This design comes from an exercise in tuning for small area, a short achievable clock period and few clock cycles on the open sky130 flow, not from production work. The RTL was checked by simulation tests, not by an equivalence proof against the original design. Power figures rest on the tool's default switching activity, not on a simulated workload.

==> module steganography, before the edit <==
module steganography (
    input         sys_clk,
    input         reset,
    input         start,
    input         mode,
    input  [31:0] message_size,
    output        done,
    output [31:0] image_addra,
    input  [31:0] image_rddataa,
    output [31:0] secret_addra,
    input  [31:0] secret_rddataa,
    output [31:0] image_wrdatab,
    output [3:0]  image_web,
    output [31:0] image_addrb,
    output [31:0] secret_wrdatab,
    output [3:0]  secret_web,
    output [31:0] secret_addrb
);
    function [5:0] tlo;
        input [3:0] l;
        begin
            case (l)
                4'd0: tlo = 6'b000000;
                4'd1: tlo = 6'b000001;
                4'd2: tlo = 6'b000010;
                4'd3: tlo = 6'b000100;
                4'd4: tlo = 6'b000101;
                4'd5: tlo = 6'b000110;
                4'd6: tlo = 6'b001000;
                4'd7: tlo = 6'b001001;
                4'd8: tlo = 6'b001010;
                4'd9: tlo = 6'b010000;
                4'd10: tlo = 6'b010001;
                4'd11: tlo = 6'b010010;
                4'd12: tlo = 6'b010100;
                4'd13: tlo = 6'b010101;
                4'd14: tlo = 6'b010110;
                4'd15: tlo = 6'b011000;
                default: tlo = 6'b0;
            endcase
        end
    endfunction
    function [7:0] clamp;
        input [7:0] b;
        begin
            clamp = {b[7:1], b[0] ^ ((b == 8'd0) | (b == 8'd255))};
        end
    endfunction
    reg        started;
    reg        mode_r;
    reg        v1;                 
    reg        v2, v3, pv;         
    reg        wvi, wvs;           
    reg        done_r;
    reg [16:0] ra;                 
    reg [15:0] K;
    reg [16:0] wa;                 
    reg [2:0]  p2;                 
    reg [2:0]  p3;                 
    wire hit = (K == message_size[15:0]);    
    wire kinc = v2 & (p2 != 3'd2) & (p2 != 3'd5);
    wire wr   = wvi | wvs;
    always @(posedge sys_clk) begin
        if (reset) begin
            started <= 1'b0;
            v1      <= 1'b0;
            v2      <= 1'b0;
            v3      <= 1'b0;
            pv      <= 1'b0;
            wvi     <= 1'b0;
            wvs     <= 1'b0;
            done_r  <= 1'b0;
            ra      <= 17'd0;
            K       <= 16'd0;
        end else begin
            started <= started | start;
            v1      <= ~started & start;
            ra      <= started ? ra + 17'd1 : {16'd0, start};
            K       <= K + {15'd0, kinc};
            v2      <= v1 | (v2 & ~hit);
            v3      <= v2;
            pv      <= v3;
            wvi     <= ~mode_r & pv;
            wvs     <= mode_r & v3 & ((p3 == 3'd5) | ~v2);
            done_r  <= done_r | (wvi & ~pv) | (wvs & ~v3);
        end
    end
    always @(posedge sys_clk)
        wa <= {17{started}} & (wa + {16'd0, wr});
    always @(posedge sys_clk)
        p2 <= ~started ? 3'd5 : (p2 == 3'd5) ? 3'd0 : p2 + 3'd1;
    always @(posedge sys_clk)
        mode_r <= mode;
    always @(*) begin
        case (p2)
            3'd0:    p3 = 3'd5;
            3'd1:    p3 = 3'd0;
            3'd2:    p3 = 3'd1;
            3'd3:    p3 = 3'd2;
            3'd4:    p3 = 3'd3;
            default: p3 = 3'd4;
        endcase
    end
    reg [31:0] d1;
    always @(posedge sys_clk) begin
        if (mode_r)
            d1 <= image_rddataa;
        else
            d1 <= {clamp(image_rddataa[31:24]), clamp(image_rddataa[23:16]),
                   clamp(image_rddataa[15:8]),  clamp(image_rddataa[7:0])};
    end
    wire [5:0] r0, r1, r2, r3;     
    g_tr27 u_r0 (.b(d1[7:0]),   .r(r0));
    g_tr27 u_r1 (.b(d1[15:8]),  .r(r1));
    g_tr27 u_r2 (.b(d1[23:16]), .r(r2));
    g_tr27 u_r3 (.b(d1[31:24]), .r(r3));
    reg  [5:0] carry;              
    wire [5:0] fA2, fB2, cn2;
    g_s2mix u_s2 (.r0(r0), .r1(r1), .r2(r2), .r3(r3), .carry(carry), .p(p2),
                  .fA(fA2), .fB(fB2), .cn(cn2));
    reg  [5:0] fA, fB;             
    reg  [31:0] d2;
    reg  [4:0] nA, nB;             
    reg  [3:0] sA;                 
    always @(*) begin
        case (p2)
            3'd0:    sA = secret_rddataa[7:4];
            3'd1:    sA = secret_rddataa[3:0];
            3'd2:    sA = secret_rddataa[15:12];
            3'd3:    sA = secret_rddataa[23:20];
            3'd4:    sA = secret_rddataa[19:16];
            default: sA = secret_rddataa[31:28];
        endcase
    end
    wire [3:0] sB = (p2 == 3'd2) ? secret_rddataa[11:8] : secret_rddataa[27:24];
    wire [5:0] tnA = tlo(sA);
    wire [5:0] tnB = tlo(sB);
    always @(posedge sys_clk) begin
        fA <= fA2;
        fB <= fB2;
        carry <= cn2;
        d2 <= d1;
        nA <= {tnA[4], tnA[3:0]};
        nB <= {tnB[4], tnB[3:0]};
    end
    reg [31:0] pw;                 
    reg [7:0]  pt;                 
    wire [31:0] emb;               
    wire [7:0]  ptn;               
    wire [3:0]  xA3, xB3;          
    g_s3 u_s3 (.nA(nA), .nB(nB), .fA(fA), .fB(fB), .p(p3), .pw(pw), .pt(pt),
               .v3(v3), .emb(emb), .ptn(ptn), .xA(xA3), .xB(xB3));
    reg [31:0] wrdata;
    always @(posedge sys_clk) begin
        pw <= d2;
        pt <= ptn;
        if (!mode_r)
            wrdata <= emb;
        else if (v3) begin
            case (p3)
                3'd0: wrdata <= {24'd0, xA3, 4'd0};
                3'd1: wrdata[3:0] <= xA3;
                3'd2: begin
                    wrdata[15:12] <= xA3;
                    wrdata[11:8]  <= xB3;
                end
                3'd3: wrdata[23:20] <= xA3;
                3'd4: wrdata[19:16] <= xA3;
                default: begin
                    wrdata[31:28] <= xA3;
                    wrdata[27:24] <= xB3;
                end
            endcase
        end
    end
    assign done           = done_r;
    assign image_addra    = {13'd0, ra, 2'b00};
    assign secret_addra   = {14'd0, K[15:2], 2'b00};
    assign image_addrb    = {13'd0, wa, 2'b00};
    assign secret_addrb   = {13'd0, wa, 2'b00};
    assign image_wrdatab  = wrdata;
    assign secret_wrdatab = wrdata;
    assign image_web      = {4{wvi}};
    assign secret_web     = {4{wvs}};
endmodule
Settings: LEC_CHECK=0, ABC_AREA=1, CAP_MARGIN=20, CORE_MARGIN=2, CORE_UTILIZATION=40, SLEW_MARGIN=20; clock period 16.0 ns.
standard.sh (not shown) runs the stock make flow with config.mk's settings and CLKGATE_MAP_FILE= SYNTH_SCRIPT=/design/flow/synth_recipe.tcl, a recipe that flattens the netlist after the stock synthesis.
==> flow/flow/run.sh <==
#!/bin/bash
# Own flow: the standard synthesis; then the synthesized logic (not the
# registers, which keep their names and cells) is mapped again with ABC for
# area; then the standard layout, with buf_1 cells as the port buffers.
# Each tool's output goes to a log file here.
set -euo pipefail
W=$(pwd)
F=$W/flow
R=$W/orfs/results/$FLOW_PLATFORM/steganography/base
LIB=$FLOW_HOME/platforms/sky130hd/lib/sky130_fd_sc_hd__tt_025C_1v80.lib
export BUFFER_PORTS_ARGS="-buffer_cell sky130_fd_sc_hd__buf_1"
export SETUP_SLACK_MARGIN=11.6
export CTS_ARGS="-sink_clustering_enable -repair_clock_nets -buf_list {sky130_fd_sc_hd__clkbuf_8 sky130_fd_sc_hd__clkbuf_16} -root_buf sky130_fd_sc_hd__clkbuf_16 -sink_clustering_size 24 -sink_clustering_max_diameter 120 -dont_use_dummy_load"

# 1. standard synthesis
bash standard.sh synth > synth.log 2>&1
cp $R/1_2_yosys.v synth_standard.v

# 2. logic re-mapping
yosys -q -l cells.log -p "read_liberty -ignore_miss_func -ignore_miss_dir $LIB; write_verilog -noattr cells_all.v"
python3 $F/mkmap.py cells_all.v comb_map.v
DU=""
for c in $(cat $F/dont_use.txt); do DU="$DU -dont_use $c"; done
printf 'strash\n&get -n\n&deepsyn -T %s\n&put\ndch -f\n&get -n\n&nf -R 1000\n&put\ntopo\nstime -c\n' "${DEEPSYN_T:-120}" > remap.abc
yosys -l remap.log -p "
read_liberty -lib $LIB
read_verilog synth_standard.v
hierarchy -top $FLOW_TOP
techmap -map comb_map.v
techmap
opt -fast
abc -script $W/remap.abc -liberty $LIB $DU
opt_clean -purge
hilomap -singleton -hicell sky130_fd_sc_hd__conb_1 HI -locell sky130_fd_sc_hd__conb_1 LO
insbuf -buf sky130_fd_sc_hd__buf_4 A X
write_verilog -noattr -noexpr -nohex -nodec $W/remapped.v
stat -liberty $LIB
" > /dev/null
cp remapped.v $R/1_2_yosys.v

# 3. standard layout from the re-mapped netlist
bash standard.sh > layout.log 2>&1
Other scripts of this flow, unchanged in this note and not shown: flow/flow/dont_use.txt, flow/flow/mkmap.py
Testbench counts at the start, summed over its fixed seeds: cycles 9,323.
Rerun with:
--- a/flow/design.v
+++ b/flow/design.v
@@ -1663,12 +1663,22 @@
     reg        wvi, wvs;           
     reg        done_r;
     reg [16:0] ra;                 
-    reg [15:0] K;
+    reg [13:0] G;                  
+    reg [1:0]  Kl;                 
     reg [16:0] wa;                 
     reg [2:0]  p2;                 
     reg [2:0]  p3;                 
-    wire hit = (K == message_size[15:0]);    
-    wire kinc = v2 & (p2 != 3'd2) & (p2 != 3'd5);
+    always @(*) begin
+        case (p2)
+            3'd1:    Kl = 2'd1;
+            3'd2:    Kl = 2'd2;
+            3'd3:    Kl = 2'd2;
+            3'd4:    Kl = 2'd3;
+            default: Kl = 2'd0;
+        endcase
+    end
+    wire hit = ({G, Kl} == message_size[15:0]);    
+    wire ginc = v2 & (p2 == 3'd4);
     wire wr   = wvi | wvs;
     always @(posedge sys_clk) begin
         if (reset) begin
@@ -1681,12 +1691,12 @@
             wvs     <= 1'b0;
             done_r  <= 1'b0;
             ra      <= 17'd0;
-            K       <= 16'd0;
+            G       <= 14'd0;
         end else begin
             started <= started | start;
             v1      <= ~started & start;
             ra      <= started ? ra + 17'd1 : {16'd0, start};
-            K       <= K + {15'd0, kinc};
+            G       <= G + {13'd0, ginc};
             v2      <= v1 | (v2 & ~hit);
             v3      <= v2;
             pv      <= v3;
@@ -1785,7 +1795,7 @@
     end
     assign done           = done_r;
     assign image_addra    = {13'd0, ra, 2'b00};
-    assign secret_addra   = {14'd0, K[15:2], 2'b00};
+    assign secret_addra   = {16'd0, G, 2'b00};
     assign image_addrb    = {13'd0, wa, 2'b00};
     assign secret_addrb   = {13'd0, wa, 2'b00};
     assign image_wrdatab  = wrdata;
The new run completed with no timing, DRC or antenna violations.
Cell area falls by 0.32%.
Routed wire length rises by 0.97%.
Utilization rises by 0.94 points.
Clock skew barely changes.
Critical path depth is unchanged.
Non-clock buffer count rises by 1.
Power barely changes.
Synthesized area falls by 1.3%.
Fmax falls by 0.46%.
Sequential share of layout area falls by 0.16 points.
Sequential cell count falls by 2.
Worst hold slack degrades by 0.011 ns.
Final cell count falls by 1.9%.
Setup slack degrades by 0.020 ns.
Testbench counts after the change, summed over its fixed seeds: cycles 9,323.

==> what the ideal ports hide <==
In the flow no input, the clock included, has a driving cell. The finished layouts below were timed again as built, in two steps. Step 1 assumes that a clkbuf_16 drives the clock port and a buf_2 every other input. Step 2 times the ports against the registers' clock, not the clock port: input delays grow and output delays shrink by t, the midpoint of the rising clock arrivals with the driver on. Slacks: ideal ports / drivers / drivers and shift; pairs: ideal ports / drivers.
run	t (ns)	slack for setup (ns)	hold WS [ns]	slew at the worst register clock pin (ns)	pins driven straight from the clock port
the first run	0.505	11.677 / 11.629 / 11.371	0.328 / 0.328 / 0.328	0.10 / 0.10	1
the second run	0.512	11.657 / 11.604 / 11.248	0.317 / 0.317 / 0.317	0.10 / 0.10	1
After both steps every run listed still meets setup and hold. For the second run, which loses most, drivers alone change the setup slack by -0.053 ns; drivers and shift together by -0.409 ns.
